This is an optimization exercise on Yosys and OpenROAD, whose aim is small area and a short achievable clock period, not a production implementation.
At most, simulation tests tie the RTL to the original design; equivalence was not proved.
No functional check of the RTL was part of run 3.

==> flow/design.v <==
`timescale 1ns / 1ps
module decode(instr,opcode,rd_index,rs_index,rt_index,constant,shamt,address);
input [15:0] instr;
output [3:0] opcode;
output [2:0] rd_index,rs_index,rt_index,shamt;
output [5:0] constant;
output [8:0] address;
assign opcode   = instr[15:12];
assign rd_index = instr[11:9];
assign rs_index = instr[8:6];
assign rt_index = instr[5:3];
assign shamt    = instr[2:0];
assign constant = instr[5:0];
assign address  = instr[11:3];
endmodule
`timescale 1ns / 1ps
module control_unit(instr,opcode,rd_index,rs_index,rt_index,shamt,constant,address);
input [15:0] instr;
output  [3:0] opcode;
output  [2:0] rd_index,rs_index,rt_index,shamt;
output [5:0] constant;
output [8:0] address;
decode call(instr,opcode,rd_index,rs_index,rt_index,constant,shamt,address);
endmodule
`timescale 1ns / 1ps
module mul16(a, b, s, c);
input [15:0] a, b;
output [31:0] s, c;
  wire [15:0] pp [0:15];
  genvar gi;
  generate for (gi = 0; gi < 16; gi = gi + 1) begin : g_pp
    assign pp[gi] = b & {16{a[gi]}};
  end endgenerate
  wire t1 = pp[0][13] ^ pp[1][12];
  wire t2 = pp[0][13] & pp[1][12];
  wire t3 = pp[0][14] ^ pp[1][13] ^ pp[2][12];
  wire t4 = (pp[0][14] & pp[1][13]) | (pp[0][14] & pp[2][12]) | (pp[1][13] & pp[2][12]);
  wire t5 = pp[3][11] ^ pp[4][10];
  wire t6 = pp[3][11] & pp[4][10];
  wire t7 = pp[0][15] ^ pp[1][14] ^ pp[2][13];
  wire t8 = (pp[0][15] & pp[1][14]) | (pp[0][15] & pp[2][13]) | (pp[1][14] & pp[2][13]);
  wire t9 = pp[3][12] ^ pp[4][11] ^ pp[5][10];
  wire t10 = (pp[3][12] & pp[4][11]) | (pp[3][12] & pp[5][10]) | (pp[4][11] & pp[5][10]);
  wire t11 = pp[6][9] ^ pp[7][8];
  wire t12 = pp[6][9] & pp[7][8];
  wire t13 = pp[1][15] ^ pp[2][14] ^ pp[3][13];
  wire t14 = (pp[1][15] & pp[2][14]) | (pp[1][15] & pp[3][13]) | (pp[2][14] & pp[3][13]);
  wire t15 = pp[4][12] ^ pp[5][11] ^ pp[6][10];
  wire t16 = (pp[4][12] & pp[5][11]) | (pp[4][12] & pp[6][10]) | (pp[5][11] & pp[6][10]);
  wire t17 = pp[7][9] ^ pp[8][8];
  wire t18 = pp[7][9] & pp[8][8];
  wire t19 = pp[2][15] ^ pp[3][14] ^ pp[4][13];
  wire t20 = (pp[2][15] & pp[3][14]) | (pp[2][15] & pp[4][13]) | (pp[3][14] & pp[4][13]);
  wire t21 = pp[5][12] ^ pp[6][11] ^ pp[7][10];
  wire t22 = (pp[5][12] & pp[6][11]) | (pp[5][12] & pp[7][10]) | (pp[6][11] & pp[7][10]);
  wire t23 = pp[3][15] ^ pp[4][14] ^ pp[5][13];
  wire t24 = (pp[3][15] & pp[4][14]) | (pp[3][15] & pp[5][13]) | (pp[4][14] & pp[5][13]);
  wire t25 = pp[0][9] ^ pp[1][8];
  wire t26 = pp[0][9] & pp[1][8];
  wire t27 = pp[0][10] ^ pp[1][9] ^ pp[2][8];
  wire t28 = (pp[0][10] & pp[1][9]) | (pp[0][10] & pp[2][8]) | (pp[1][9] & pp[2][8]);
  wire t29 = pp[3][7] ^ pp[4][6];
  wire t30 = pp[3][7] & pp[4][6];
  wire t31 = pp[0][11] ^ pp[1][10] ^ pp[2][9];
  wire t32 = (pp[0][11] & pp[1][10]) | (pp[0][11] & pp[2][9]) | (pp[1][10] & pp[2][9]);
  wire t33 = pp[3][8] ^ pp[4][7] ^ pp[5][6];
  wire t34 = (pp[3][8] & pp[4][7]) | (pp[3][8] & pp[5][6]) | (pp[4][7] & pp[5][6]);
  wire t35 = pp[6][5] ^ pp[7][4];
  wire t36 = pp[6][5] & pp[7][4];
  wire t37 = pp[0][12] ^ pp[1][11] ^ pp[2][10];
  wire t38 = (pp[0][12] & pp[1][11]) | (pp[0][12] & pp[2][10]) | (pp[1][11] & pp[2][10]);
  wire t39 = pp[3][9] ^ pp[4][8] ^ pp[5][7];
  wire t40 = (pp[3][9] & pp[4][8]) | (pp[3][9] & pp[5][7]) | (pp[4][8] & pp[5][7]);
  wire t41 = pp[6][6] ^ pp[7][5] ^ pp[8][4];
  wire t42 = (pp[6][6] & pp[7][5]) | (pp[6][6] & pp[8][4]) | (pp[7][5] & pp[8][4]);
  wire t43 = pp[9][3] ^ pp[10][2];
  wire t44 = pp[9][3] & pp[10][2];
  wire t45 = t1 ^ pp[2][11] ^ pp[3][10];
  wire t46 = (t1 & pp[2][11]) | (t1 & pp[3][10]) | (pp[2][11] & pp[3][10]);
  wire t47 = pp[4][9] ^ pp[5][8] ^ pp[6][7];
  wire t48 = (pp[4][9] & pp[5][8]) | (pp[4][9] & pp[6][7]) | (pp[5][8] & pp[6][7]);
  wire t49 = pp[7][6] ^ pp[8][5] ^ pp[9][4];
  wire t50 = (pp[7][6] & pp[8][5]) | (pp[7][6] & pp[9][4]) | (pp[8][5] & pp[9][4]);
  wire t51 = pp[10][3] ^ pp[11][2] ^ pp[12][1];
  wire t52 = (pp[10][3] & pp[11][2]) | (pp[10][3] & pp[12][1]) | (pp[11][2] & pp[12][1]);
  wire t53 = t2 ^ t3 ^ t5;
  wire t54 = (t2 & t3) | (t2 & t5) | (t3 & t5);
  wire t55 = pp[5][9] ^ pp[6][8] ^ pp[7][7];
  wire t56 = (pp[5][9] & pp[6][8]) | (pp[5][9] & pp[7][7]) | (pp[6][8] & pp[7][7]);
  wire t57 = pp[8][6] ^ pp[9][5] ^ pp[10][4];
  wire t58 = (pp[8][6] & pp[9][5]) | (pp[8][6] & pp[10][4]) | (pp[9][5] & pp[10][4]);
  wire t59 = pp[11][3] ^ pp[12][2] ^ pp[13][1];
  wire t60 = (pp[11][3] & pp[12][2]) | (pp[11][3] & pp[13][1]) | (pp[12][2] & pp[13][1]);
  wire t61 = t4 ^ t6 ^ t7;
  wire t62 = (t4 & t6) | (t4 & t7) | (t6 & t7);
  wire t63 = t9 ^ t11 ^ pp[8][7];
  wire t64 = (t9 & t11) | (t9 & pp[8][7]) | (t11 & pp[8][7]);
  wire t65 = pp[9][6] ^ pp[10][5] ^ pp[11][4];
  wire t66 = (pp[9][6] & pp[10][5]) | (pp[9][6] & pp[11][4]) | (pp[10][5] & pp[11][4]);
  wire t67 = pp[12][3] ^ pp[13][2] ^ pp[14][1];
  wire t68 = (pp[12][3] & pp[13][2]) | (pp[12][3] & pp[14][1]) | (pp[13][2] & pp[14][1]);
  wire t69 = t8 ^ t10 ^ t12;
  wire t70 = (t8 & t10) | (t8 & t12) | (t10 & t12);
  wire t71 = t13 ^ t15 ^ t17;
  wire t72 = (t13 & t15) | (t13 & t17) | (t15 & t17);
  wire t73 = pp[9][7] ^ pp[10][6] ^ pp[11][5];
  wire t74 = (pp[9][7] & pp[10][6]) | (pp[9][7] & pp[11][5]) | (pp[10][6] & pp[11][5]);
  wire t75 = pp[12][4] ^ pp[13][3] ^ pp[14][2];
  wire t76 = (pp[12][4] & pp[13][3]) | (pp[12][4] & pp[14][2]) | (pp[13][3] & pp[14][2]);
  wire t77 = t14 ^ t16 ^ t18;
  wire t78 = (t14 & t16) | (t14 & t18) | (t16 & t18);
  wire t79 = t19 ^ t21 ^ pp[8][9];
  wire t80 = (t19 & t21) | (t19 & pp[8][9]) | (t21 & pp[8][9]);
  wire t81 = pp[9][8] ^ pp[10][7] ^ pp[11][6];
  wire t82 = (pp[9][8] & pp[10][7]) | (pp[9][8] & pp[11][6]) | (pp[10][7] & pp[11][6]);
  wire t83 = pp[12][5] ^ pp[13][4] ^ pp[14][3];
  wire t84 = (pp[12][5] & pp[13][4]) | (pp[12][5] & pp[14][3]) | (pp[13][4] & pp[14][3]);
  wire t85 = t20 ^ t22 ^ t23;
  wire t86 = (t20 & t22) | (t20 & t23) | (t22 & t23);
  wire t87 = pp[6][12] ^ pp[7][11] ^ pp[8][10];
  wire t88 = (pp[6][12] & pp[7][11]) | (pp[6][12] & pp[8][10]) | (pp[7][11] & pp[8][10]);
  wire t89 = pp[9][9] ^ pp[10][8] ^ pp[11][7];
  wire t90 = (pp[9][9] & pp[10][8]) | (pp[9][9] & pp[11][7]) | (pp[10][8] & pp[11][7]);
  wire t91 = pp[12][6] ^ pp[13][5] ^ pp[14][4];
  wire t92 = (pp[12][6] & pp[13][5]) | (pp[12][6] & pp[14][4]) | (pp[13][5] & pp[14][4]);
  wire t93 = t24 ^ pp[4][15] ^ pp[5][14];
  wire t94 = (t24 & pp[4][15]) | (t24 & pp[5][14]) | (pp[4][15] & pp[5][14]);
  wire t95 = pp[6][13] ^ pp[7][12] ^ pp[8][11];
  wire t96 = (pp[6][13] & pp[7][12]) | (pp[6][13] & pp[8][11]) | (pp[7][12] & pp[8][11]);
  wire t97 = pp[9][10] ^ pp[10][9] ^ pp[11][8];
  wire t98 = (pp[9][10] & pp[10][9]) | (pp[9][10] & pp[11][8]) | (pp[10][9] & pp[11][8]);
  wire t99 = pp[12][7] ^ pp[13][6] ^ pp[14][5];
  wire t100 = (pp[12][7] & pp[13][6]) | (pp[12][7] & pp[14][5]) | (pp[13][6] & pp[14][5]);
  wire t101 = pp[5][15] ^ pp[6][14] ^ pp[7][13];
  wire t102 = (pp[5][15] & pp[6][14]) | (pp[5][15] & pp[7][13]) | (pp[6][14] & pp[7][13]);
  wire t103 = pp[8][12] ^ pp[9][11] ^ pp[10][10];
  wire t104 = (pp[8][12] & pp[9][11]) | (pp[8][12] & pp[10][10]) | (pp[9][11] & pp[10][10]);
  wire t105 = pp[11][9] ^ pp[12][8] ^ pp[13][7];
  wire t106 = (pp[11][9] & pp[12][8]) | (pp[11][9] & pp[13][7]) | (pp[12][8] & pp[13][7]);
  wire t107 = pp[6][15] ^ pp[7][14] ^ pp[8][13];
  wire t108 = (pp[6][15] & pp[7][14]) | (pp[6][15] & pp[8][13]) | (pp[7][14] & pp[8][13]);
  wire t109 = pp[9][12] ^ pp[10][11] ^ pp[11][10];
  wire t110 = (pp[9][12] & pp[10][11]) | (pp[9][12] & pp[11][10]) | (pp[10][11] & pp[11][10]);
  wire t111 = pp[7][15] ^ pp[8][14] ^ pp[9][13];
  wire t112 = (pp[7][15] & pp[8][14]) | (pp[7][15] & pp[9][13]) | (pp[8][14] & pp[9][13]);
  wire t113 = pp[0][6] ^ pp[1][5];
  wire t114 = pp[0][6] & pp[1][5];
  wire t115 = pp[0][7] ^ pp[1][6] ^ pp[2][5];
  wire t116 = (pp[0][7] & pp[1][6]) | (pp[0][7] & pp[2][5]) | (pp[1][6] & pp[2][5]);
  wire t117 = pp[3][4] ^ pp[4][3];
  wire t118 = pp[3][4] & pp[4][3];
  wire t119 = pp[0][8] ^ pp[1][7] ^ pp[2][6];
  wire t120 = (pp[0][8] & pp[1][7]) | (pp[0][8] & pp[2][6]) | (pp[1][7] & pp[2][6]);
  wire t121 = pp[3][5] ^ pp[4][4] ^ pp[5][3];
  wire t122 = (pp[3][5] & pp[4][4]) | (pp[3][5] & pp[5][3]) | (pp[4][4] & pp[5][3]);
  wire t123 = pp[6][2] ^ pp[7][1];
  wire t124 = pp[6][2] & pp[7][1];
  wire t125 = t25 ^ pp[2][7] ^ pp[3][6];
  wire t126 = (t25 & pp[2][7]) | (t25 & pp[3][6]) | (pp[2][7] & pp[3][6]);
  wire t127 = pp[4][5] ^ pp[5][4] ^ pp[6][3];
  wire t128 = (pp[4][5] & pp[5][4]) | (pp[4][5] & pp[6][3]) | (pp[5][4] & pp[6][3]);
  wire t129 = pp[7][2] ^ pp[8][1] ^ pp[9][0];
  wire t130 = (pp[7][2] & pp[8][1]) | (pp[7][2] & pp[9][0]) | (pp[8][1] & pp[9][0]);
  wire t131 = t26 ^ t27 ^ t29;
  wire t132 = (t26 & t27) | (t26 & t29) | (t27 & t29);
  wire t133 = pp[5][5] ^ pp[6][4] ^ pp[7][3];
  wire t134 = (pp[5][5] & pp[6][4]) | (pp[5][5] & pp[7][3]) | (pp[6][4] & pp[7][3]);
  wire t135 = pp[8][2] ^ pp[9][1] ^ pp[10][0];
  wire t136 = (pp[8][2] & pp[9][1]) | (pp[8][2] & pp[10][0]) | (pp[9][1] & pp[10][0]);
  wire t137 = t28 ^ t30 ^ t31;
  wire t138 = (t28 & t30) | (t28 & t31) | (t30 & t31);
  wire t139 = t33 ^ t35 ^ pp[8][3];
  wire t140 = (t33 & t35) | (t33 & pp[8][3]) | (t35 & pp[8][3]);
  wire t141 = pp[9][2] ^ pp[10][1] ^ pp[11][0];
  wire t142 = (pp[9][2] & pp[10][1]) | (pp[9][2] & pp[11][0]) | (pp[10][1] & pp[11][0]);
  wire t143 = t32 ^ t34 ^ t36;
  wire t144 = (t32 & t34) | (t32 & t36) | (t34 & t36);
  wire t145 = t37 ^ t39 ^ t41;
  wire t146 = (t37 & t39) | (t37 & t41) | (t39 & t41);
  wire t147 = t43 ^ pp[11][1] ^ pp[12][0];
  wire t148 = (t43 & pp[11][1]) | (t43 & pp[12][0]) | (pp[11][1] & pp[12][0]);
  wire t149 = t38 ^ t40 ^ t42;
  wire t150 = (t38 & t40) | (t38 & t42) | (t40 & t42);
  wire t151 = t44 ^ t45 ^ t47;
  wire t152 = (t44 & t45) | (t44 & t47) | (t45 & t47);
  wire t153 = t49 ^ t51 ^ pp[13][0];
  wire t154 = (t49 & t51) | (t49 & pp[13][0]) | (t51 & pp[13][0]);
  wire t155 = t46 ^ t48 ^ t50;
  wire t156 = (t46 & t48) | (t46 & t50) | (t48 & t50);
  wire t157 = t52 ^ t53 ^ t55;
  wire t158 = (t52 & t53) | (t52 & t55) | (t53 & t55);
  wire t159 = t57 ^ t59 ^ pp[14][0];
  wire t160 = (t57 & t59) | (t57 & pp[14][0]) | (t59 & pp[14][0]);
  wire t161 = t54 ^ t56 ^ t58;
  wire t162 = (t54 & t56) | (t54 & t58) | (t56 & t58);
  wire t163 = t60 ^ t61 ^ t63;
  wire t164 = (t60 & t61) | (t60 & t63) | (t61 & t63);
  wire t165 = t65 ^ t67 ^ pp[15][0];
  wire t166 = (t65 & t67) | (t65 & pp[15][0]) | (t67 & pp[15][0]);
  wire t167 = t62 ^ t64 ^ t66;
  wire t168 = (t62 & t64) | (t62 & t66) | (t64 & t66);
  wire t169 = t68 ^ t69 ^ t71;
  wire t170 = (t68 & t69) | (t68 & t71) | (t69 & t71);
  wire t171 = t73 ^ t75 ^ pp[15][1];
  wire t172 = (t73 & t75) | (t73 & pp[15][1]) | (t75 & pp[15][1]);
  wire t173 = t70 ^ t72 ^ t74;
  wire t174 = (t70 & t72) | (t70 & t74) | (t72 & t74);
  wire t175 = t76 ^ t77 ^ t79;
  wire t176 = (t76 & t77) | (t76 & t79) | (t77 & t79);
  wire t177 = t81 ^ t83 ^ pp[15][2];
  wire t178 = (t81 & t83) | (t81 & pp[15][2]) | (t83 & pp[15][2]);
  wire t179 = t78 ^ t80 ^ t82;
  wire t180 = (t78 & t80) | (t78 & t82) | (t80 & t82);
  wire t181 = t84 ^ t85 ^ t87;
  wire t182 = (t84 & t85) | (t84 & t87) | (t85 & t87);
  wire t183 = t89 ^ t91 ^ pp[15][3];
  wire t184 = (t89 & t91) | (t89 & pp[15][3]) | (t91 & pp[15][3]);
  wire t185 = t86 ^ t88 ^ t90;
  wire t186 = (t86 & t88) | (t86 & t90) | (t88 & t90);
  wire t187 = t92 ^ t93 ^ t95;
  wire t188 = (t92 & t93) | (t92 & t95) | (t93 & t95);
  wire t189 = t97 ^ t99 ^ pp[15][4];
  wire t190 = (t97 & t99) | (t97 & pp[15][4]) | (t99 & pp[15][4]);
  wire t191 = t94 ^ t96 ^ t98;
  wire t192 = (t94 & t96) | (t94 & t98) | (t96 & t98);
  wire t193 = t100 ^ t101 ^ t103;
  wire t194 = (t100 & t101) | (t100 & t103) | (t101 & t103);
  wire t195 = t105 ^ pp[14][6] ^ pp[15][5];
  wire t196 = (t105 & pp[14][6]) | (t105 & pp[15][5]) | (pp[14][6] & pp[15][5]);
  wire t197 = t102 ^ t104 ^ t106;
  wire t198 = (t102 & t104) | (t102 & t106) | (t104 & t106);
  wire t199 = t107 ^ t109 ^ pp[12][9];
  wire t200 = (t107 & t109) | (t107 & pp[12][9]) | (t109 & pp[12][9]);
  wire t201 = pp[13][8] ^ pp[14][7] ^ pp[15][6];
  wire t202 = (pp[13][8] & pp[14][7]) | (pp[13][8] & pp[15][6]) | (pp[14][7] & pp[15][6]);
  wire t203 = t108 ^ t110 ^ t111;
  wire t204 = (t108 & t110) | (t108 & t111) | (t110 & t111);
  wire t205 = pp[10][12] ^ pp[11][11] ^ pp[12][10];
  wire t206 = (pp[10][12] & pp[11][11]) | (pp[10][12] & pp[12][10]) | (pp[11][11] & pp[12][10]);
  wire t207 = pp[13][9] ^ pp[14][8] ^ pp[15][7];
  wire t208 = (pp[13][9] & pp[14][8]) | (pp[13][9] & pp[15][7]) | (pp[14][8] & pp[15][7]);
  wire t209 = t112 ^ pp[8][15] ^ pp[9][14];
  wire t210 = (t112 & pp[8][15]) | (t112 & pp[9][14]) | (pp[8][15] & pp[9][14]);
  wire t211 = pp[10][13] ^ pp[11][12] ^ pp[12][11];
  wire t212 = (pp[10][13] & pp[11][12]) | (pp[10][13] & pp[12][11]) | (pp[11][12] & pp[12][11]);
  wire t213 = pp[13][10] ^ pp[14][9] ^ pp[15][8];
  wire t214 = (pp[13][10] & pp[14][9]) | (pp[13][10] & pp[15][8]) | (pp[14][9] & pp[15][8]);
  wire t215 = pp[9][15] ^ pp[10][14] ^ pp[11][13];
  wire t216 = (pp[9][15] & pp[10][14]) | (pp[9][15] & pp[11][13]) | (pp[10][14] & pp[11][13]);
  wire t217 = pp[12][12] ^ pp[13][11] ^ pp[14][10];
  wire t218 = (pp[12][12] & pp[13][11]) | (pp[12][12] & pp[14][10]) | (pp[13][11] & pp[14][10]);
  wire t219 = pp[10][15] ^ pp[11][14] ^ pp[12][13];
  wire t220 = (pp[10][15] & pp[11][14]) | (pp[10][15] & pp[12][13]) | (pp[11][14] & pp[12][13]);
  wire t221 = pp[0][4] ^ pp[1][3];
  wire t222 = pp[0][4] & pp[1][3];
  wire t223 = pp[0][5] ^ pp[1][4] ^ pp[2][3];
  wire t224 = (pp[0][5] & pp[1][4]) | (pp[0][5] & pp[2][3]) | (pp[1][4] & pp[2][3]);
  wire t225 = pp[3][2] ^ pp[4][1];
  wire t226 = pp[3][2] & pp[4][1];
  wire t227 = t113 ^ pp[2][4] ^ pp[3][3];
  wire t228 = (t113 & pp[2][4]) | (t113 & pp[3][3]) | (pp[2][4] & pp[3][3]);
  wire t229 = pp[4][2] ^ pp[5][1] ^ pp[6][0];
  wire t230 = (pp[4][2] & pp[5][1]) | (pp[4][2] & pp[6][0]) | (pp[5][1] & pp[6][0]);
  wire t231 = t114 ^ t115 ^ t117;
  wire t232 = (t114 & t115) | (t114 & t117) | (t115 & t117);
  wire t233 = pp[5][2] ^ pp[6][1] ^ pp[7][0];
  wire t234 = (pp[5][2] & pp[6][1]) | (pp[5][2] & pp[7][0]) | (pp[6][1] & pp[7][0]);
  wire t235 = t116 ^ t118 ^ t119;
  wire t236 = (t116 & t118) | (t116 & t119) | (t118 & t119);
  wire t237 = t121 ^ t123 ^ pp[8][0];
  wire t238 = (t121 & t123) | (t121 & pp[8][0]) | (t123 & pp[8][0]);
  wire t239 = t120 ^ t122 ^ t124;
  wire t240 = (t120 & t122) | (t120 & t124) | (t122 & t124);
  wire t241 = t125 ^ t127 ^ t129;
  wire t242 = (t125 & t127) | (t125 & t129) | (t127 & t129);
  wire t243 = t126 ^ t128 ^ t130;
  wire t244 = (t126 & t128) | (t126 & t130) | (t128 & t130);
  wire t245 = t131 ^ t133 ^ t135;
  wire t246 = (t131 & t133) | (t131 & t135) | (t133 & t135);
  wire t247 = t132 ^ t134 ^ t136;
  wire t248 = (t132 & t134) | (t132 & t136) | (t134 & t136);
  wire t249 = t137 ^ t139 ^ t141;
  wire t250 = (t137 & t139) | (t137 & t141) | (t139 & t141);
  wire t251 = t138 ^ t140 ^ t142;
  wire t252 = (t138 & t140) | (t138 & t142) | (t140 & t142);
  wire t253 = t143 ^ t145 ^ t147;
  wire t254 = (t143 & t145) | (t143 & t147) | (t145 & t147);
  wire t255 = t144 ^ t146 ^ t148;
  wire t256 = (t144 & t146) | (t144 & t148) | (t146 & t148);
  wire t257 = t149 ^ t151 ^ t153;
  wire t258 = (t149 & t151) | (t149 & t153) | (t151 & t153);
  wire t259 = t150 ^ t152 ^ t154;
  wire t260 = (t150 & t152) | (t150 & t154) | (t152 & t154);
  wire t261 = t155 ^ t157 ^ t159;
  wire t262 = (t155 & t157) | (t155 & t159) | (t157 & t159);
  wire t263 = t156 ^ t158 ^ t160;
  wire t264 = (t156 & t158) | (t156 & t160) | (t158 & t160);
  wire t265 = t161 ^ t163 ^ t165;
  wire t266 = (t161 & t163) | (t161 & t165) | (t163 & t165);
  wire t267 = t162 ^ t164 ^ t166;
  wire t268 = (t162 & t164) | (t162 & t166) | (t164 & t166);
  wire t269 = t167 ^ t169 ^ t171;
  wire t270 = (t167 & t169) | (t167 & t171) | (t169 & t171);
  wire t271 = t168 ^ t170 ^ t172;
  wire t272 = (t168 & t170) | (t168 & t172) | (t170 & t172);
  wire t273 = t173 ^ t175 ^ t177;
  wire t274 = (t173 & t175) | (t173 & t177) | (t175 & t177);
  wire t275 = t174 ^ t176 ^ t178;
  wire t276 = (t174 & t176) | (t174 & t178) | (t176 & t178);
  wire t277 = t179 ^ t181 ^ t183;
  wire t278 = (t179 & t181) | (t179 & t183) | (t181 & t183);
  wire t279 = t180 ^ t182 ^ t184;
  wire t280 = (t180 & t182) | (t180 & t184) | (t182 & t184);
  wire t281 = t185 ^ t187 ^ t189;
  wire t282 = (t185 & t187) | (t185 & t189) | (t187 & t189);
  wire t283 = t186 ^ t188 ^ t190;
  wire t284 = (t186 & t188) | (t186 & t190) | (t188 & t190);
  wire t285 = t191 ^ t193 ^ t195;
  wire t286 = (t191 & t193) | (t191 & t195) | (t193 & t195);
  wire t287 = t192 ^ t194 ^ t196;
  wire t288 = (t192 & t194) | (t192 & t196) | (t194 & t196);
  wire t289 = t197 ^ t199 ^ t201;
  wire t290 = (t197 & t199) | (t197 & t201) | (t199 & t201);
  wire t291 = t198 ^ t200 ^ t202;
  wire t292 = (t198 & t200) | (t198 & t202) | (t200 & t202);
  wire t293 = t203 ^ t205 ^ t207;
  wire t294 = (t203 & t205) | (t203 & t207) | (t205 & t207);
  wire t295 = t204 ^ t206 ^ t208;
  wire t296 = (t204 & t206) | (t204 & t208) | (t206 & t208);
  wire t297 = t209 ^ t211 ^ t213;
  wire t298 = (t209 & t211) | (t209 & t213) | (t211 & t213);
  wire t299 = t210 ^ t212 ^ t214;
  wire t300 = (t210 & t212) | (t210 & t214) | (t212 & t214);
  wire t301 = t215 ^ t217 ^ pp[15][9];
  wire t302 = (t215 & t217) | (t215 & pp[15][9]) | (t217 & pp[15][9]);
  wire t303 = t216 ^ t218 ^ t219;
  wire t304 = (t216 & t218) | (t216 & t219) | (t218 & t219);
  wire t305 = pp[13][12] ^ pp[14][11] ^ pp[15][10];
  wire t306 = (pp[13][12] & pp[14][11]) | (pp[13][12] & pp[15][10]) | (pp[14][11] & pp[15][10]);
  wire t307 = t220 ^ pp[11][15] ^ pp[12][14];
  wire t308 = (t220 & pp[11][15]) | (t220 & pp[12][14]) | (pp[11][15] & pp[12][14]);
  wire t309 = pp[13][13] ^ pp[14][12] ^ pp[15][11];
  wire t310 = (pp[13][13] & pp[14][12]) | (pp[13][13] & pp[15][11]) | (pp[14][12] & pp[15][11]);
  wire t311 = pp[12][15] ^ pp[13][14] ^ pp[14][13];
  wire t312 = (pp[12][15] & pp[13][14]) | (pp[12][15] & pp[14][13]) | (pp[13][14] & pp[14][13]);
  wire t313 = pp[0][3] ^ pp[1][2];
  wire t314 = pp[0][3] & pp[1][2];
  wire t315 = t221 ^ pp[2][2] ^ pp[3][1];
  wire t316 = (t221 & pp[2][2]) | (t221 & pp[3][1]) | (pp[2][2] & pp[3][1]);
  wire t317 = t222 ^ t223 ^ t225;
  wire t318 = (t222 & t223) | (t222 & t225) | (t223 & t225);
  wire t319 = t224 ^ t226 ^ t227;
  wire t320 = (t224 & t226) | (t224 & t227) | (t226 & t227);
  wire t321 = t228 ^ t230 ^ t231;
  wire t322 = (t228 & t230) | (t228 & t231) | (t230 & t231);
  wire t323 = t232 ^ t234 ^ t235;
  wire t324 = (t232 & t234) | (t232 & t235) | (t234 & t235);
  wire t325 = t236 ^ t238 ^ t239;
  wire t326 = (t236 & t238) | (t236 & t239) | (t238 & t239);
  wire t327 = t240 ^ t242 ^ t243;
  wire t328 = (t240 & t242) | (t240 & t243) | (t242 & t243);
  wire t329 = t244 ^ t246 ^ t247;
  wire t330 = (t244 & t246) | (t244 & t247) | (t246 & t247);
  wire t331 = t248 ^ t250 ^ t251;
  wire t332 = (t248 & t250) | (t248 & t251) | (t250 & t251);
  wire t333 = t252 ^ t254 ^ t255;
  wire t334 = (t252 & t254) | (t252 & t255) | (t254 & t255);
  wire t335 = t256 ^ t258 ^ t259;
  wire t336 = (t256 & t258) | (t256 & t259) | (t258 & t259);
  wire t337 = t260 ^ t262 ^ t263;
  wire t338 = (t260 & t262) | (t260 & t263) | (t262 & t263);
  wire t339 = t264 ^ t266 ^ t267;
  wire t340 = (t264 & t266) | (t264 & t267) | (t266 & t267);
  wire t341 = t268 ^ t270 ^ t271;
  wire t342 = (t268 & t270) | (t268 & t271) | (t270 & t271);
  wire t343 = t272 ^ t274 ^ t275;
  wire t344 = (t272 & t274) | (t272 & t275) | (t274 & t275);
  wire t345 = t276 ^ t278 ^ t279;
  wire t346 = (t276 & t278) | (t276 & t279) | (t278 & t279);
  wire t347 = t280 ^ t282 ^ t283;
  wire t348 = (t280 & t282) | (t280 & t283) | (t282 & t283);
  wire t349 = t284 ^ t286 ^ t287;
  wire t350 = (t284 & t286) | (t284 & t287) | (t286 & t287);
  wire t351 = t288 ^ t290 ^ t291;
  wire t352 = (t288 & t290) | (t288 & t291) | (t290 & t291);
  wire t353 = t292 ^ t294 ^ t295;
  wire t354 = (t292 & t294) | (t292 & t295) | (t294 & t295);
  wire t355 = t296 ^ t298 ^ t299;
  wire t356 = (t296 & t298) | (t296 & t299) | (t298 & t299);
  wire t357 = t300 ^ t302 ^ t303;
  wire t358 = (t300 & t302) | (t300 & t303) | (t302 & t303);
  wire t359 = t304 ^ t306 ^ t307;
  wire t360 = (t304 & t306) | (t304 & t307) | (t306 & t307);
  wire t361 = t308 ^ t310 ^ t311;
  wire t362 = (t308 & t310) | (t308 & t311) | (t310 & t311);
  wire t363 = t312 ^ pp[13][15] ^ pp[14][14];
  wire t364 = (t312 & pp[13][15]) | (t312 & pp[14][14]) | (pp[13][15] & pp[14][14]);
  wire t365 = pp[0][2] ^ pp[1][1];
  wire t366 = pp[0][2] & pp[1][1];
  wire t367 = t313 ^ pp[2][1] ^ pp[3][0];
  wire t368 = (t313 & pp[2][1]) | (t313 & pp[3][0]) | (pp[2][1] & pp[3][0]);
  wire t369 = t314 ^ t315 ^ pp[4][0];
  wire t370 = (t314 & t315) | (t314 & pp[4][0]) | (t315 & pp[4][0]);
  wire t371 = t316 ^ t317 ^ pp[5][0];
  wire t372 = (t316 & t317) | (t316 & pp[5][0]) | (t317 & pp[5][0]);
  wire t373 = t318 ^ t319 ^ t229;
  wire t374 = (t318 & t319) | (t318 & t229) | (t319 & t229);
  wire t375 = t320 ^ t321 ^ t233;
  wire t376 = (t320 & t321) | (t320 & t233) | (t321 & t233);
  wire t377 = t322 ^ t323 ^ t237;
  wire t378 = (t322 & t323) | (t322 & t237) | (t323 & t237);
  wire t379 = t324 ^ t325 ^ t241;
  wire t380 = (t324 & t325) | (t324 & t241) | (t325 & t241);
  wire t381 = t326 ^ t327 ^ t245;
  wire t382 = (t326 & t327) | (t326 & t245) | (t327 & t245);
  wire t383 = t328 ^ t329 ^ t249;
  wire t384 = (t328 & t329) | (t328 & t249) | (t329 & t249);
  wire t385 = t330 ^ t331 ^ t253;
  wire t386 = (t330 & t331) | (t330 & t253) | (t331 & t253);
  wire t387 = t332 ^ t333 ^ t257;
  wire t388 = (t332 & t333) | (t332 & t257) | (t333 & t257);
  wire t389 = t334 ^ t335 ^ t261;
  wire t390 = (t334 & t335) | (t334 & t261) | (t335 & t261);
  wire t391 = t336 ^ t337 ^ t265;
  wire t392 = (t336 & t337) | (t336 & t265) | (t337 & t265);
  wire t393 = t338 ^ t339 ^ t269;
  wire t394 = (t338 & t339) | (t338 & t269) | (t339 & t269);
  wire t395 = t340 ^ t341 ^ t273;
  wire t396 = (t340 & t341) | (t340 & t273) | (t341 & t273);
  wire t397 = t342 ^ t343 ^ t277;
  wire t398 = (t342 & t343) | (t342 & t277) | (t343 & t277);
  wire t399 = t344 ^ t345 ^ t281;
  wire t400 = (t344 & t345) | (t344 & t281) | (t345 & t281);
  wire t401 = t346 ^ t347 ^ t285;
  wire t402 = (t346 & t347) | (t346 & t285) | (t347 & t285);
  wire t403 = t348 ^ t349 ^ t289;
  wire t404 = (t348 & t349) | (t348 & t289) | (t349 & t289);
  wire t405 = t350 ^ t351 ^ t293;
  wire t406 = (t350 & t351) | (t350 & t293) | (t351 & t293);
  wire t407 = t352 ^ t353 ^ t297;
  wire t408 = (t352 & t353) | (t352 & t297) | (t353 & t297);
  wire t409 = t354 ^ t355 ^ t301;
  wire t410 = (t354 & t355) | (t354 & t301) | (t355 & t301);
  wire t411 = t356 ^ t357 ^ t305;
  wire t412 = (t356 & t357) | (t356 & t305) | (t357 & t305);
  wire t413 = t358 ^ t359 ^ t309;
  wire t414 = (t358 & t359) | (t358 & t309) | (t359 & t309);
  wire t415 = t360 ^ t361 ^ pp[15][12];
  wire t416 = (t360 & t361) | (t360 & pp[15][12]) | (t361 & pp[15][12]);
  wire t417 = t362 ^ t363 ^ pp[15][13];
  wire t418 = (t362 & t363) | (t362 & pp[15][13]) | (t363 & pp[15][13]);
  wire t419 = t364 ^ pp[14][15] ^ pp[15][14];
  wire t420 = (t364 & pp[14][15]) | (t364 & pp[15][14]) | (pp[14][15] & pp[15][14]);
  assign s = {1'b0, t420, t418, t416, t414, t412, t410, t408, t406, t404, t402, t400, t398, t396, t394, t392, t390, t388, t386, t384, t382, t380, t378, t376, t374, t372, t370, t368, t366, t365, pp[0][1], pp[0][0]};
  assign c = {1'b0, pp[15][15], t419, t417, t415, t413, t411, t409, t407, t405, t403, t401, t399, t397, t395, t393, t391, t389, t387, t385, t383, t381, t379, t377, t375, t373, t371, t369, t367, pp[2][0], pp[1][0], 1'b0};
endmodule
`timescale 1ns / 1ps
`timescale 1ns / 1ps
module processor(clk,reset,instr,PC,opcode,rd_index,rs_index,rt_index,shamt,constant,address,rd_value,rs_value,rt_value,low_out,high_out,SR);
input clk,reset;
input [15:0] instr;
output [7:0] PC;
output [3:0] opcode;
output [2:0] rd_index, rs_index, rt_index, shamt;
output [5:0] constant;
output [8:0] address;
output [15:0] rd_value,rs_value,rt_value,low_out,high_out,SR;
control_unit cal1(instr,opcode,rd_index,rs_index,rt_index,shamt,constant,address);
wire [3:0] op = opcode;
reg [7:0] pc;
reg [15:0] R [0:7];
reg [15:0] RAM [0:7];
reg [31:0] ps, pc2;    
reg [3:0] flags_q;
wire op_r    = ~op[3];                  
wire op_rs   = ~(op[3] & op[2]);        
wire is_sw   = (op == 4'd11);
wire is_mul  = (op == 4'd3);
wire wr_en   = ~(is_mul | (op[3] & (op[2] | (op[1] & op[0]))));
reg [15:0] rs_v, rt_v, st_v;
integer i;
always @(*) begin
	rs_v = 16'd0;
	rt_v = 16'd0;
	st_v = 16'd0;
	for (i = 0; i < 8; i = i + 1) begin
		rs_v = rs_v | (R[i] & {16{op_rs & (rs_index == i)}});
		rt_v = rt_v | (R[i] & {16{op_r & (rt_index == i)}});
		st_v = st_v | (R[i] & {16{rd_index == i}});
	end
end
assign rs_value = rs_v;
assign rt_value = rt_v;
wire [15:0] sum = rs_v + (rt_v | (op[3] ? {10'd0, constant} : 16'd0));
reg [7:0] cl, ch, r02, r35;
reg carry3, eq_n1, eq_n0x;
reg [15:0] ram_rd;
reg [7:0] ma_hot;
integer v, j;
always @(*) begin
	for (v = 0; v < 8; v = v + 1) begin
		cl[v]  = (constant[2:0] == v);
		ch[v]  = (constant[5:3] == v);
		r02[v] = (rs_v[2:0] == v);
		r35[v] = (rs_v[5:3] == v);
	end
	carry3 = 1'b0;
	eq_n1 = 1'b0;
	eq_n0x = 1'b0;
	for (v = 0; v < 8; v = v + 1) begin
		carry3 = carry3 | (cl[v] & (rs_v[2:0] > 7 - v));
		eq_n1 = eq_n1 | (r35[v] & ch[7 - v]);
		if (v != 0) eq_n0x = eq_n0x | (r35[v] & ch[8 - v]);
	end
	ram_rd = 16'd0;
	for (j = 0; j < 8; j = j + 1) begin
		ma_hot[j] = 1'b0;
		for (v = 0; v < 8; v = v + 1)
			ma_hot[j] = ma_hot[j] | (cl[v] & r02[(j - v) & 7]);
		ram_rd = ram_rd | (RAM[j] & {16{ma_hot[j]}});
	end
end
wire ones_hi = &rs_v[15:6];
wire ma_ok = carry3 ? (ones_hi & eq_n1)
                    : (ch[0] ? ~(|rs_v[15:3]) : (ones_hi & eq_n0x));
wire [31:0] mul_s, mul_c;
mul16 mul(rs_v, rt_v, mul_s, mul_c);
wire [31:0] prod = ps + pc2;
wire [15:0] lo = prod[15:0];
wire [15:0] hi = prod[31:16];
reg [15:0] rdv;
always @(*) begin
	case (op)
	4'd0, 4'd8: rdv = sum;
	4'd1: rdv = rs_v << shamt;
	4'd2: rdv = rs_v >> shamt;
	4'd4: rdv = lo;
	4'd5: rdv = hi;
	4'd6: rdv = rs_v | rt_v;
	4'd7: rdv = rs_v & rt_v;
	4'd9: rdv = {10'd0, constant};
	4'd10: rdv = ma_ok ? ram_rd : 16'd0;
	default: rdv = 16'd0;
	endcase
end
assign rd_value = rdv;
wire eq = (rs_v == rt_v);
wire lt = (rs_v < rt_v);
wire sgn_eq = (rs_v[15] == rt_v[15]);
wire [3:0] flags = {eq, ~eq & lt, ~eq & ~lt & ~sgn_eq, ~eq & ~lt & sgn_eq};
assign SR = {12'd0, flags_q};
assign low_out = lo;
assign high_out = hi;
assign PC = pc;
integer k;
always @(posedge clk, posedge reset) begin
	if (reset) begin
		pc <= 8'd0;
		ps <= 32'd0;
		pc2 <= 32'd0;
		flags_q <= 4'd0;
		for (k = 0; k < 8; k = k + 1) R[k] <= 7 - k;
		RAM[0] <= 16'd1;
		RAM[1] <= 16'd5;
		RAM[2] <= 16'd0;
		RAM[3] <= 16'd0;
		RAM[4] <= 16'd3;
		RAM[5] <= 16'd1;
		RAM[6] <= 16'd1;
		RAM[7] <= 16'd1;
	end else begin
		if (pc > 8'd14) pc <= 8'd0;
		else if (op[3] & op[2] & ~(op[1] & op[0])) pc <= pc + address[7:0];
		else pc <= pc + 8'd1;
		if (is_mul) begin
			ps <= mul_s;
			pc2 <= mul_c;
		end
		flags_q <= flags;
		if (wr_en) R[rd_index] <= rdv;
		for (k = 0; k < 8; k = k + 1)
			if (is_sw & ma_ok & ma_hot[k]) RAM[k] <= st_v;
	end
end
endmodule
==> flow/flow/run.sh <==
#!/bin/bash
# The standard layout (standard.sh), with one change: the port buffers that
# global placement inserts on every input and output are buf_1 cells instead
# of the resizer's default pick (clkdlybuf4s50_1, a delay cell).
set -euo pipefail
export BUFFER_PORTS_ARGS="-buffer_cell sky130_fd_sc_hd__buf_1"
bash standard.sh > standard.log 2>&1
==> flow/standard.sh <==
#!/bin/bash
# synth_recipe.tcl (not shown) runs the flow's synth.tcl, then flattens the netlist and writes it again
# the make line also repeats each setting of config.mk as NAME=value (left out here)
make -C /OpenROAD-flow-scripts/flow DESIGN_CONFIG=/design/flow/config.mk WORK_HOME=/design/flow/orfs CLKGATE_MAP_FILE= SYNTH_SCRIPT=/design/flow/synth_recipe.tcl "${@:-finish}"
==> flow/config.mk <==
export PLATFORM = sky130hd
export DESIGN_NAME = processor
export DESIGN_NICKNAME = processor
export VERILOG_FILES = /design/flow/design.v
export SDC_FILE = /design/flow/constraint.sdc
export NUM_CORES = 4
export LEC_CHECK = 0
export CAP_MARGIN = 20
export CORE_MARGIN = 2
export CORE_UTILIZATION = 55
export CTS_CLUSTER_DIAMETER = 110
export CTS_CLUSTER_SIZE = 27
export SETUP_SLACK_MARGIN = 1.0
export SLEW_MARGIN = 20
==> flow/constraint.sdc <==
create_clock -name core_clock -period 8.5 [get_ports {clk}]
set_input_delay 1.7000 -clock core_clock [delete_from_list [all_inputs] [get_ports {clk}]]
set_output_delay 1.7000 -clock core_clock [all_outputs]
set_load 0.01 [all_outputs]
==> results by group, run 1 <==
Finish
  – Nets@finish: 3424
  – Layout cells sized above 1: 14.2%
  – Filler cells: 4261
  – Syn-to-layout area delta: 9.44%
  – Multi-input gate area: 0.0171 mm2
  – Reg area: 0.00826 mm2

STA
  – Tightest Pin Transition: 1130 ps
  – Hold WS: 484 ps
  – Clk_skew: 43.8 ps
  – Slew Limit Fails: 0
  – Setup-failing EPs final: 0
  – Final Critical Period: 7490 ps
  – Final Hold Fails: 0
  – Tcrit/Tclk final: 88.1%
  – Setup_tns: 0 ps
  – Slew margin rel.: 24.6%
  – RSZ-0062 raised after global routing: yes
  – Fmax: 134 MHz

CTS
  – TritonCTS clock tree: built
  – Worst-path clk slew: 100 ps
  – Worst skew pair latency: 590 ps
  – Maximum clock path buffer count: 3
  – CTS Sinks: 329
  – Clock root buffer: clkbuf_16
  – TritonCTS buffer count: 18
  – Htree depth: 1

Yosys
  – Synthesized area per cell: 8.96 um2
  – Mapped cell area: 0.0271 mm2
  – Post-synthesis register bit count: 329
  – Synthesized netlist cell count: 3022
  – Sequential fraction of the synthesis area: 30.5%
  – Main flop type after synthesis: dfrtp_1
  – Post-synth ARST share: 100%
  – Post-synth EDFFs: 0
  – Synth warnings: 4
  – Distinct cells, synth: 106

Flow run
  – Max-cap violations: 0

Die
  – Die width: 226 um
  – Die Height: 226 um
  – Io pins: 153
  – Num rows: 81
  – Initial Util: 55.5%
  – CORE AREA: 0.0487 mm2
  – Die area: 0.0510 mm2

Worst hold path
  – Hold WC Path Type: flip-flop to flip-flop

Global routing
  – Global route total overflow: 0
  – Initial antenna violation count: 0
  – GR Util All Layers: 41.2%
  – First-pass GRT wire length: 156000 um
  – Vias in the first global route: 24500
  – Largest net degree at the start of global routing: 181

Status
  – Status: no timing/DRC/antenna violations

Detailed routing
  – Post-Route WL: 105000 um
  – Routed len/inst: 27.7 um
  – DR vias: 24800
  – Drt first pass iters: 6
  – DRT iter0 DRCs: 3013
  – Vias per Instance: 6.56
  – Post-route ant nets: 0
  – DRC violations left: 0

Placed design
  – Routability cong.: 1.01
  – Post-DP HPWL: 78400 um
  – Port Buf Inserts: 140

Worst setup path
  – CP max FO: 8
  – CP required: 6800 ps
  – CP Launch Type: input port
  – Worst Path Arrival: 5790 ps
  – Worst setup EP type: primary output
  – Crit Path Category: input port to primary output
  – Worst reg-to-reg setup slack: 2700 ps
-- final timing paths --
check | from | end | cells after the start
hold / removal | RAM[6][0]$_DFFE_PP1P_ | RAM[6][0]$_DFFE_PP1P_ | 2
setup reg to reg | R[5][6]$_DFFE_PP0P_ | pc2[17]$_DFFE_PP0N_ | 18
setup / recovery | instr[6] | rd_value[14] | 18
min in group asynchronous | reset | R[6][1]$_DFFE_PP0P_ | 2
hold reg to reg | RAM[6][0]$_DFFE_PP1P_ | RAM[6][0]$_DFFE_PP1P_ | 2
max in group asynchronous | reset | pc2[27]$_DFFE_PP0N_ | 4
-- cell families (layout without fill, tap and decap cells) --
family	after synthesis	after routing	synth area share (%)
AO/OA/AOI/OAI	747	747	18.5
other	1	13	0.0139
XOR/XNOR	46	46	1.49
flip-flops	329	329	30.5
AND/OR/NAND/NOR	931	931	15.5
multiplexers	146	146	6.24
adder cells (fa/ha/maj)	304	304	19.5
buffers and inverters	518	597	8.17
-- synthesized netlist by cell type, drive strengths merged, types with 11 or more instances --
master	instances	share of area [%]
o31ai	13	0.36
nor3	38	0.80
a211oi	18	0.52
o21ai	236	4.4
and3	44	1.0
clkbuf	142	2.0
a21oi	121	2.2
buf	100	2.4
nand3b	11	0.31
mux2i	25	0.94
dfrtp	309	29
a222oi	21	0.78
mux2	115	4.8
a22o	24	0.78
xor2	15	0.49
a221oi	35	1.2
xnor2	31	1.0
ha	106	4.9
a21o	20	0.55
nand4	28	0.67
nand3	41	0.80
nand2	394	5.5
inv	273	3.8
nand2b	18	0.42
fa	198	15
o21bai	13	0.36
o211ai	22	0.63
nor2	282	3.9
dfstp	20	1.9
nor4	12	0.30
a22oi	128	3.6
-- placed cells by master, fill, tap and decap left out, types with 9 or more instances in the layout --
cell type | Yosys | layout
nor2_1 | 281 | 276
a22o_1 | 24 | 24
mux2i_1 | 24 | 24
inv_1 | 266 | 264
nand2b_1 | 18 | 17
nor3_1 | 34 | 27
ha_1 | 106 | 102
a221oi_1 | 33 | 29
xor2_1 | 15 | 15
dfrtp_1 | 309 | 309
dfstp_2 | 20 | 20
a221o_1 | 10 | 9
nand4_1 | 27 | 27
a32o_1 | 9 | 9
conb_1 | 1 | 12
o211ai_1 | 21 | 21
o31ai_1 | 13 | 12
mux2_2 | 113 | 113
nand2_1 | 393 | 387
nand3_1 | 39 | 36
fa_1 | 198 | 197
o21ai_0 | 219 | 215
xnor2_1 | 31 | 31
o21bai_1 | 13 | 12
and3_1 | 44 | 43
a21o_1 | 20 | 20
nand3b_1 | 11 | 11
a211oi_1 | 17 | 13
a21oi_1 | 121 | 117
a222oi_1 | 21 | 21
buf_1 | 14 | 128
buf_4 | 53 | 135
a31oi_1 | 9 | 9
buf_6 | 4 | 15
clkbuf_16 | 0 | 19
o21ai_1 | 16 | 19
a22oi_1 | 128 | 128
-- flip-flops by register name, summed over array words and instances, names as in the netlist --
name,count
pc2,30
pc,8
RAM,128
flags_q,4
ps,31
R,128
-- critical path, cell delays in order --
cell and delay (ps):
clkbuf_16 140, mux2_4 290, a32o_1 220, a211o_1 300, or2_4 260, ha_4 170, fa_2 420, a211oi_4 240
o21bai_2 130, a2111oi_4 390, nor4b_4 110, o21a_1 230, o41ai_4 230, o21ai_1 110, xnor2_1 150, nor2_1 60
or3b_4 460, buf_6 150
-- per-layer routing --
layer | track usage, % | share of wire [%]
met3 | 9.15 | 10
met4 | 24.7 | 7.3
met5 | 0 | 0
met1 | 52.6 | 38
met2 | 64.3 | 45
-- metrics by stage --
stage | worst slack [ps] | instances | instance area (um2) | util, %
after global placement | 355 | 3724 | 28400 | 58.3
after CTS | 948 | 3765 | 29300 | 60.1
after global routing | 866 | 3776 | 29600 | 60.8
after detailed placement | 318 | 3724 | 28400 | 58.3
after floorplan | 974 | 3033 | 27200 | -
final | 1010 | 3777 | 29600 | 60.8
-- area by class of cell --
class / count / area share, %
Timing Repair Buffer: 291 / 6.07
Sequential cell: 329 / 27.9
Multi-Input combinational cell: 2186 / 57.8
Clock inverter: 6 / 0.342
Antenna cell: 1 / 0.00845
Inverter: 276 / 3.51
Clock buffer: 24 / 1.60
Tap cell: 664 / 2.80
-- repair_timing --
action	4_1_cts	5_1_grt
hold endpoints to repair	0	0
gates resized for setup	45	50
setup buffers	11	10
pin swaps	11	6
hold buffers	0	0
gates cloned	0	0
setup endpoints to repair	16	16
==> inputs of run 2 (changes only) <==
==> flow/flow/run.sh (replaced) <==
#!/bin/bash
# The standard layout (standard.sh), with two changes: the port buffers
# that global placement inserts on every input and output are buf_1 cells
# instead of the resizer's default pick (clkdlybuf4s50_1, a delay cell); and
# synthesis maps no adder cells (ADDER_MAP_FILE empty, so no extract_fa):
# ABC then maps the adders with the rest of the logic and sees their paths.
set -euo pipefail
export BUFFER_PORTS_ARGS="-buffer_cell sky130_fd_sc_hd__buf_1"
export ADDER_MAP_FILE=
bash standard.sh > standard.log 2>&1
--- a/flow/config.mk
+++ b/flow/config.mk
@@ -8,7 +8,5 @@
 export CAP_MARGIN = 20
 export CORE_MARGIN = 2
 export CORE_UTILIZATION = 55
-export CTS_CLUSTER_DIAMETER = 110
-export CTS_CLUSTER_SIZE = 27
 export SETUP_SLACK_MARGIN = 1.0
 export SLEW_MARGIN = 20
==> run 2 against run 1 <==
Net effect: final cell count up 12%; via count rose by 13%; first-iteration DRC count is 13% higher; clock skew shrank 21 ps; worst hold slack about the same; sequential cell count unchanged; critical path type unchanged; largest cell class unchanged.
==> results by group, run 2 <==
Detailed routing
  – Metal2 WL: 52700 um (+13%)
  – DRT iter0 DRCs: 3396 (+13%)
  – Routed len/inst: 28.7 um (+3.8%)
  – Met3 wire len: 13400 um (+24%)
  – Post-route ant nets: 0 (unchanged)
  – Post-Route WL: 122000 um (+16%)
  – DR vias: 28100 (+13%)
  – Max Used Layer: met5
  – Drt first pass iters: 8 (+2)
  – Vias per Instance: 6.64 (+1.1%)
  – DRC violations left: 0 (unchanged)
  – Wl on met1: 47000 um (+19%)

CTS
  – TritonCTS buffer count: 36 (+18)
  – TritonCTS clock tree: built
  – CTS Sinks: 329 (unchanged)
  – Worst skew pair latency: 580 ps (about the same)
  – Clock root buffer: clkbuf_16
  – Post-CTS Hold Buffers: 0 (unchanged)
  – Htree depth: 2 (+1)
  – Maximum clock path buffer count: 3 (unchanged)
  – Worst-path clk slew: 60 ps (-40 ps)

STA
  – Tcrit/Tclk final: 87.6% (-0.45 points)
  – Final Critical Period: 7450 ps (-38.3 ps)
  – Post-route setup slack: 1050 ps (+38.3 ps)
  – Setup_tns: 0 ps (unchanged)
  – Setup-failing EPs final: 0 (unchanged)
  – Fmax: 134 MHz (+0.51%)
  – Clk_skew: 23.2 ps (-20.7 ps)
  – Final Hold Fails: 0 (unchanged)
  – Tightest Pin Transition: 1280 ps (+149 ps)
  – Slew margin rel.: 14.3% (-10 points)
  – Slew Limit Fails: 0 (unchanged)
  – RSZ-0062 raised after global routing: yes

Worst setup path
  – CP cell instances: clkbuf_4, buf_6, and4b_1, o31ai_2, and4_4, buf_6, nand2_1, and2_1, and2_1, buf_4, a221oi_1, nand3_1, a221o_1, a21oi_4, inv_1, buf_1
  – CP max FO: 20 (+12)
  – Worst setup EP type: primary output
  – Worst path max stage delay: 410 ps (-50 ps)
  – Crit path launch: instr[8]
  – Crit Path Category: input port to primary output
  – Worst Path Arrival: 5750 ps (-40 ps)
  – Worst R2R Start: pc2[2]$_DFFE_PP0N_
  – Slowest stage cell, crit path: a221o_1
  – Worst reg-to-reg setup slack: 3390 ps (+690 ps)
  – CP required: 6800 ps (about the same)
  – CP Launch Type: input port

Placed design
  – Post-DP HPWL: 92100 um (+17%)
  – Port Buf Inserts: 140 (unchanged)
  – Dpl ws: 312 ps (-5.95 ps)
  – Routability cong.: 1.12 (+11%)

Finish
  – Layout cells sized above 1: 16.6% (+2.4 points)
  – Syn-to-layout area delta: 10.6%
  – Most frequent cells in the layout: nand2_1, xnor2_1, dfrtp_1
  – Largest regs: RAM: 128 flops, R: 128 flops, ps: 31 flops
  – Commonest non-fill, non-tap cell in the layout: nand2_1
  – Nets@finish: 3534 (+3.2%)

Yosys
  – Post-synth EDFFs: 0 (unchanged)
  – Mapped cell area: 0.0289 mm2 (+6.8%)
  – Synth warnings: 4 (unchanged)
  – Most instantiated cells after synthesis: nand2_1, xnor2_1, dfrtp_1, nor2_1, o21ai_0
  – Yosys top cell area share: 26.7% (-1.8 points)
  – Main flop type after synthesis: dfrtp_1
  – Post-synth ARST share: 100% (unchanged)
  – Most common cell in the netlist: nand2_1
  – Distinct cells, synth: 117 (+10%)
  – Area leader, netlist: dfrtp_1
  – Ranking of synthesized cells by area: dfrtp_1, xnor2_1, nand2_1
  – Post-synthesis register bit count: 329 (unchanged)
  – Synthesized netlist cell count: 3437 (+14%)
  – Sequential fraction of the synthesis area: 28.6% (-2.0 points)
  – Synthesized area per cell: 8.41 um2 (-6.1%)

Global routing
  – Initial antenna violation count: 4 (+4)
  – First-pass GRT wire length: 175000 um (+12%)
  – GR Util All Layers: 43.9% (+2.8 points)
  – Global route total overflow: 0 (unchanged)
  – Largest net degree at the start of global routing: 171 (-5.5%)
  – Vias in the first global route: 26500 (+8.3%)

Die
  – Die Height: 233 um (+3.3%)
  – Die area: 0.0544 mm2 (+6.7%)
  – CORE AREA: 0.0522 mm2 (+7.2%)
  – Io pins: 153 (unchanged)
  – Initial Util: 55.4% (-0.17 points)
  – Num rows: 84 (+3.7%)
  – Die width: 233 um (+3.3%)

Worst hold path
  – Hold WC Path Type: flip-flop to flip-flop
  – Hold_sp: RAM[6][8]$_DFFE_PP0P_

Status
  – Status: no timing/DRC/antenna violations

Flow run
  – Max-cap violations: 0 (unchanged)
==> run 2: cell types whose count changed after synthesis, moves of 69 or more <==
cell     change
maj3_1     +143
xnor2_1    +298
ha_1       -106
a21oi_1     +69
xor2_1      +90
fa_1       -198
inv_1      -213
nand2_1    +131
==> run 2: timing repair <==
item / CTS / global route
pin swaps: 7 / 14
resized for setup: 45 / 54
setup endpoints to repair: 16 / 16
setup buffers: 10 / 19
==> run 2: per-layer routing <==
| layer | up-vias | track usage, % |
|---|---|---|
| met5 | - | 0 |
| met4 | 2 | 27.2 |
| met1 | 13700 | 56.1 |
| li1 | 12200 | - |
| met2 | 1752 | 66.2 |
| met3 | 473 | 11.8 |
==> run 2: worst max-delay path, delay by kind of cell <==
kind | cells | cell delay [ps]
AOI/OAI and AO/OA | 4 | 1280
and+or+nand+nor | 6 | 1490
buffers and inverters | 6 | 1250
==> run 2: cell type report <==
class | instances | area (um2)
Fill cell | 4640 | 20300
Multi-Input combinational cell | 2749 | 19300
Sequential cell | 329 | 8260
Timing Repair Buffer | 321 | 2030
Clock buffer | 48 | 966
Tap cell | 688 | 861
Inverter | 79 | 318
Clock inverter | 18 | 262
Antenna cell | 3 | 7.51
==> run 2: cell families (layout without fill, tap and decap cells) <==
group / Yosys count / after routing / share of synthesized area [%]
AO/OA/AOI/OAI: 863 / 863 / 20.0
XOR/XNOR: 465 / 465 / 15.3
adder cells (fa/ha/maj): 187 / 187 / 6.66
buffers and inverters: 370 / 466 / 6.27
flip-flops: 329 / 329 / 28.6
multiplexers: 173 / 173 / 6.99
other: 1 / 15 / 0.0130
AND/OR/NAND/NOR: 1049 / 1049 / 16.1
==> run 2: worst paths after layout <==
check | end | depth (start not counted)
worst max-delay path | rd_value[11] | 16
worst min-delay path | RAM[6][8]$_DFFE_PP0P_ | 2
worst max register to register | R[5][14]$_DFFE_PP0P_ | 15
worst min register to register | RAM[6][8]$_DFFE_PP0P_ | 2
max in group asynchronous | ps[14]$_DFFE_PP0N_ | 4
min in group asynchronous | R[1][8]$_DFFE_PP0P_ | 2
==> run 2: per-stage QoR <==
| stage | hold slack [ps] | instance area [um2] | cells | util (%) |
|---|---|---|---|---|
| 6_report | 483 | 32000 | 4235 | 61.2 |
| 5_1_grt | 516 | 32000 | 4232 | 61.2 |
| 4_1_cts | 485 | 31600 | 4211 | 60.4 |
| 3_5_place_dp | 470 | 30100 | 4135 | 57.6 |
| 3_3_place_gp | 461 | 30100 | 4135 | 57.6 |
| 2_1_floorplan | 442 | 29000 | 3448 | - |
==> inputs of run 3 (changes only) <==
--- a/flow/design.v
+++ b/flow/design.v
@@ -23,9 +23,9 @@
 decode call(instr,opcode,rd_index,rs_index,rt_index,constant,shamt,address);
 endmodule
 `timescale 1ns / 1ps
-module mul16(a, b, s, c);
+module mul16(a, b, p);
 input [15:0] a, b;
-output [31:0] s, c;
+output [31:0] p;
   wire [15:0] pp [0:15];
   genvar gi;
   generate for (gi = 0; gi < 16; gi = gi + 1) begin : g_pp
@@ -451,8 +451,9 @@
   wire t418 = (t362 & t363) | (t362 & pp[15][13]) | (t363 & pp[15][13]);
   wire t419 = t364 ^ pp[14][15] ^ pp[15][14];
   wire t420 = (t364 & pp[14][15]) | (t364 & pp[15][14]) | (pp[14][15] & pp[15][14]);
-  assign s = {1'b0, t420, t418, t416, t414, t412, t410, t408, t406, t404, t402, t400, t398, t396, t394, t392, t390, t388, t386, t384, t382, t380, t378, t376, t374, t372, t370, t368, t366, t365, pp[0][1], pp[0][0]};
-  assign c = {1'b0, pp[15][15], t419, t417, t415, t413, t411, t409, t407, t405, t403, t401, t399, t397, t395, t393, t391, t389, t387, t385, t383, t381, t379, t377, t375, t373, t371, t369, t367, pp[2][0], pp[1][0], 1'b0};
+  wire [31:0] ra = {1'b0, t420, t418, t416, t414, t412, t410, t408, t406, t404, t402, t400, t398, t396, t394, t392, t390, t388, t386, t384, t382, t380, t378, t376, t374, t372, t370, t368, t366, t365, pp[0][1], pp[0][0]};
+  wire [31:0] rb = {1'b0, pp[15][15], t419, t417, t415, t413, t411, t409, t407, t405, t403, t401, t399, t397, t395, t393, t391, t389, t387, t385, t383, t381, t379, t377, t375, t373, t371, t369, t367, pp[2][0], pp[1][0], 1'b0};
+  assign p = ra + rb;
 endmodule
 `timescale 1ns / 1ps
 `timescale 1ns / 1ps
@@ -470,7 +471,7 @@
 reg [7:0] pc;
 reg [15:0] R [0:7];
 reg [15:0] RAM [0:7];
-reg [31:0] ps, pc2;    
+reg [15:0] mul_a, mul_b;    
 reg [3:0] flags_q;
 wire op_r    = ~op[3];                  
 wire op_rs   = ~(op[3] & op[2]);        
@@ -523,9 +524,8 @@
 wire ones_hi = &rs_v[15:6];
 wire ma_ok = carry3 ? (ones_hi & eq_n1)
                     : (ch[0] ? ~(|rs_v[15:3]) : (ones_hi & eq_n0x));
-wire [31:0] mul_s, mul_c;
-mul16 mul(rs_v, rt_v, mul_s, mul_c);
-wire [31:0] prod = ps + pc2;
+wire [31:0] prod;
+mul16 mul(mul_a, mul_b, prod);
 wire [15:0] lo = prod[15:0];
 wire [15:0] hi = prod[31:16];
 reg [15:0] rdv;
@@ -556,8 +556,8 @@
 always @(posedge clk, posedge reset) begin
 	if (reset) begin
 		pc <= 8'd0;
-		ps <= 32'd0;
-		pc2 <= 32'd0;
+		mul_a <= 16'd0;
+		mul_b <= 16'd0;
 		flags_q <= 4'd0;
 		for (k = 0; k < 8; k = k + 1) R[k] <= 7 - k;
 		RAM[0] <= 16'd1;
@@ -573,8 +573,8 @@
 		else if (op[3] & op[2] & ~(op[1] & op[0])) pc <= pc + address[7:0];
 		else pc <= pc + 8'd1;
 		if (is_mul) begin
-			ps <= mul_s;
-			pc2 <= mul_c;
+			mul_a <= rs_v;
+			mul_b <= rt_v;
 		end
 		flags_q <= flags;
 		if (wr_en) R[rd_index] <= rdv;
==> flow/flow/run.sh (replaced) <==
#!/bin/bash
# The standard layout (standard.sh), with one change: the port buffers that
# global placement inserts on every input and output are buf_4 cells instead
# of the resizer's default pick (clkdlybuf4s50_1, a delay cell).
set -euo pipefail
export BUFFER_PORTS_ARGS="-buffer_cell sky130_fd_sc_hd__buf_4"
bash standard.sh > standard.log 2>&1
--- a/flow/config.mk
+++ b/flow/config.mk
@@ -7,6 +7,5 @@
 export LEC_CHECK = 0
 export CAP_MARGIN = 20
 export CORE_MARGIN = 2
-export CORE_UTILIZATION = 55
-export SETUP_SLACK_MARGIN = 1.0
+export CORE_UTILIZATION = 40
 export SLEW_MARGIN = 20
==> run 3 against run 2 <==
Net effect: worst setup slack worse by 920 ps; global-route usage down 13 points; wire length down 11%; die area up 28%; first-iteration DRC count down 16%; cell area down 1.5%; maximum frequency down 11%; sequential cell count down 29; synthesized cell count down 18%; critical endpoint is now rd_value[12].
==> results by group, run 3 <==
Die
  – Num rows: 95 (+13%)
  – Die area: 0.0697 mm2 (+28%)
  – Die width: 264 um (+13%)
  – Die Height: 264 um (+13%)
  – CORE AREA: 0.0670 mm2 (+28%)
  – Io pins: 153 (unchanged)
  – Initial Util: 40.3% (-15 points)

Placed design
  – Post-DP HPWL: 82300 um (-11%)
  – Placed Instance Area: 0.0296 mm2 (-1.5%)
  – Port Buf Inserts: 140 (unchanged)
  – Routability cong.: 1.01 (-9.5%)

STA
  – Slew Limit Fails: 0 (unchanged)
  – Hold WS: 482 ps (-1.86 ps)
  – Tightest Pin Transition: 1140 ps (-140 ps)
  – Tcrit/Tclk final: 98.4% (+11 points)
  – Clk_skew: 20.0 ps (-3.19 ps)
  – Final Critical Period: 8360 ps (+916 ps)
  – Setup-failing EPs final: 0 (unchanged)
  – Slew margin rel.: 24.0% (+9.7 points)
  – Final Hold Fails: 0 (unchanged)
  – Setup_tns: 0 ps (unchanged)
  – Fmax: 120 MHz (-11%)
  – RSZ-0062 raised after global routing: yes

Detailed routing
  – DRT iter0 DRCs: 2847 (-16%)
  – DRC violations left: 0 (unchanged)
  – Routed len/inst: 27.7 um (-3.5%)
  – Vias per Instance: 6.10 (-8.1%)
  – Post-route ant nets: 0 (unchanged)
  – Post-Route WL: 109000 um (-11%)
  – DR vias: 23900 (-15%)
  – Drt first pass iters: 7 (-1)

Yosys
  – Most common cell in the netlist: inv_1
  – Mapped cell area: 0.0270 mm2 (-6.5%)
  – Synth warnings: 4 (unchanged)
  – Post-synth ARST share: 100% (unchanged)
  – Area leader, netlist: dfrtp_1
  – Post-synth EDFFs: 0 (unchanged)
  – Main flop type after synthesis: dfrtp_1
  – Synthesized area per cell: 9.54 um2 (+13%)
  – Post-synthesis register bit count: 300 (-8.8%)
  – Ranking of synthesized cells by area: dfrtp_1, fa_1, mux2_2
  – Synthesized netlist cell count: 2832 (-18%)
  – Most instantiated cells after synthesis: inv_1, dfrtp_1, nand2_1, fa_1, and2_1
  – Yosys top cell area share: 25.9% (-0.81 points)
  – Sequential fraction of the synthesis area: 27.9% (-0.69 points)
  – Distinct cells, synth: 97 (-17%)

CTS
  – TritonCTS buffer count: 37 (+2.8%)
  – Post-CTS Hold Buffers: 0 (unchanged)
  – TritonCTS clock tree: built
  – Htree depth: 2 (unchanged)
  – Clock root buffer: clkbuf_16
  – Worst-path clk slew: 60 ps (about the same)
  – CTS Sinks: 300 (-8.8%)
  – Maximum clock path buffer count: 3 (unchanged)
  – Worst skew pair latency: 560 ps (-20 ps)

Worst setup path
  – Most used cell along the critical path: fa_1
  – Worst setup EP type: primary output
  – CP max FO: 5 (-75%)
  – CP required: 6800 ps (about the same)
  – Worst path max stage delay: 560 ps (+150 ps)
  – Slowest stage cell, crit path: fa_1
  – Worst Path Arrival: 6660 ps (+910 ps)
  – Crit Path Category: flip-flop to primary output
  – CP Launch Type: flip-flop
  – CP cell instances: and2_1, fa_1, fa_1, fa_1, inv_1, fa_1, fa_1, inv_1, fa_1, ha_4, buf_4, nand2_1, o211ai_1, a221oi_4, a21oi_2, o21ai_2, a311oi_2, buf_4, a21oi_4, mux2i_1, o211ai_2, buf_6

Finish
  – Nets@finish: 3349 (-5.2%)
  – Commonest non-fill, non-tap cell in the layout: buf_4
  – Final instance area: 0.0315 mm2 (-1.5%)
  – Most frequent cells in the layout: buf_4, inv_1, dfrtp_1
  – Inserted Diodes: 0 (-3)
  – Largest regs: RAM: 128 flops, R: 128 flops
  – Syn-to-layout area delta: 16.5%
  – Layout cells sized above 1: 25.7% (+9.0 points)

Global routing
  – Global route total overflow: 0 (unchanged)
  – Initial antenna violation count: 5 (+1)
  – Largest net degree at the start of global routing: 146 (-15%)
  – GR Util All Layers: 30.7% (-13 points)
  – Vias in the first global route: 24100 (-9.2%)
  – First-pass GRT wire length: 160000 um (-8.8%)

Worst hold path
  – Hold WC Path Type: flip-flop to flip-flop

Status
  – Status: no timing/DRC/antenna violations

Flow run
  – Max-cap violations: 0 (unchanged)
-- run 3: critical path: cells and delay by family, from the launching register on --
| family | cells | cell delay (ps) |
|---|---|---|
| flip-flops | 1 | 450 |
| buffers and inverters | 5 | 630 |
| adder cells (fa/ha/maj) | 7 | 3150 |
| multiplexers | 1 | 250 |
| AO/OA/AOI/OAI | 7 | 1340 |
| AND/OR/NAND/NOR | 2 | 300 |
-- run 3: kinds of logic (layout without fill, tap and decap cells) --
family	Yosys count	after routing	share of synthesized area, %
other	1	12	0.0139
multiplexers	256	256	11.8
adder cells (fa/ha/maj)	304	304	19.6
AND/OR/NAND/NOR	782	782	14.7
buffers and inverters	534	743	8.51
flip-flops	300	300	27.9
XOR/XNOR	48	48	1.56
AO/OA/AOI/OAI	607	607	16.0
-- run 3: per-layer routing --
metal | wire (um) | track usage [%] | share of wire, % | vias to the layer above
met5 | 24 | 0 | 0.022 | -
met2 | 48400 | 47.5 | 44 | 1338
met3 | 10800 | 7.68 | 9.9 | 319
li1 | - | - | - | 10200
met4 | 6140 | 14.6 | 5.6 | 4
met1 | 43500 | 40.3 | 40 | 12100
-- run 3: timing repair --
item / in CTS / in global routing
resized for setup: 29 / 75
setup endpoints to repair: 21 / 23
hold endpoints to repair: 0 / 0
pin swaps: 4 / 38
gates cloned: 0 / 0
buffers inserted: 6 / 19
-- run 3: cell type report --
type / count / area, um2
sequential: 300 / 7560
inverter: 326 / 1230
timing repair buffer: 353 / 2720
clock buffer: 50 / 1090
fill: 6348 / 35600
multi-input combinational: 2009 / 17600
clock inverter: 14 / 170
tap: 873 / 1090
-- run 3: metrics by stage --
step                cells  util, %  worst slack (ps)
floorplan            2843        -               257
global placement     3836     44.2               311
detailed placement   3836     44.2               205
CTS                  3906     46.3             -10.2
global route         3925     47.0             -90.5
finish               3925     47.0               136
-- run 3: final timing paths --
kind	startpoint	end	slack (ps)	cells past startpoint
setup / recovery	mul_a[2]$_DFFE_PP0N_	rd_value[12]	140	22
hold / removal	RAM[3][5]$_DFFE_PP0P_	RAM[3][5]$_DFFE_PP0P_	480	1
setup reg to reg	mul_a[2]$_DFFE_PP0N_	R[2][12]$_DFFE_PP0P_	1980	23
hold reg to reg	RAM[3][5]$_DFFE_PP0P_	RAM[3][5]$_DFFE_PP0P_	480	1
max in group asynchronous	reset	pc[7]$_DFF_PP0_	5530	4
min in group asynchronous	reset	RAM[3][5]$_DFFE_PP0P_	1370	3

-- what the ideal ports hide --
In the flow no input, the clock included, has a driving cell. The finished layouts below were timed again as built, in two steps.
Step 1, drivers: a clkbuf_16 drives clk and a buf_2 each remaining input, both assumed.
Step 2 times the ports against the registers' clock, not the clock port: input delays grow and output delays shrink by t, the midpoint of the rising clock arrivals with the driver on.
Three values: no drivers, after step 1, after step 2; two values: the first two.
run | t, ns | setup WS [ns] | hold slack, ns | worst data-port slew with drivers (ns) | cell pins on the clock port's net
run 1 | 0.630 | 1.013 / 0.953 / 0.896 | 0.484 / 0.484 / 0.484 | 0.06 | 1
run 2 | 0.627 | 1.051 / 1.026 / 1.026 | 0.483 / 0.483 / 0.483 | 0.04 | 1
run 3 | 0.609 | 0.136 / 0.078 / 0.245 | 0.482 / 0.482 / 0.482 | 0.04 | 1
After both steps setup and hold are still met in every run listed. The setup slack of run 1, which loses most, moves by -0.060 ns with the drivers and by -0.117 ns with both steps.
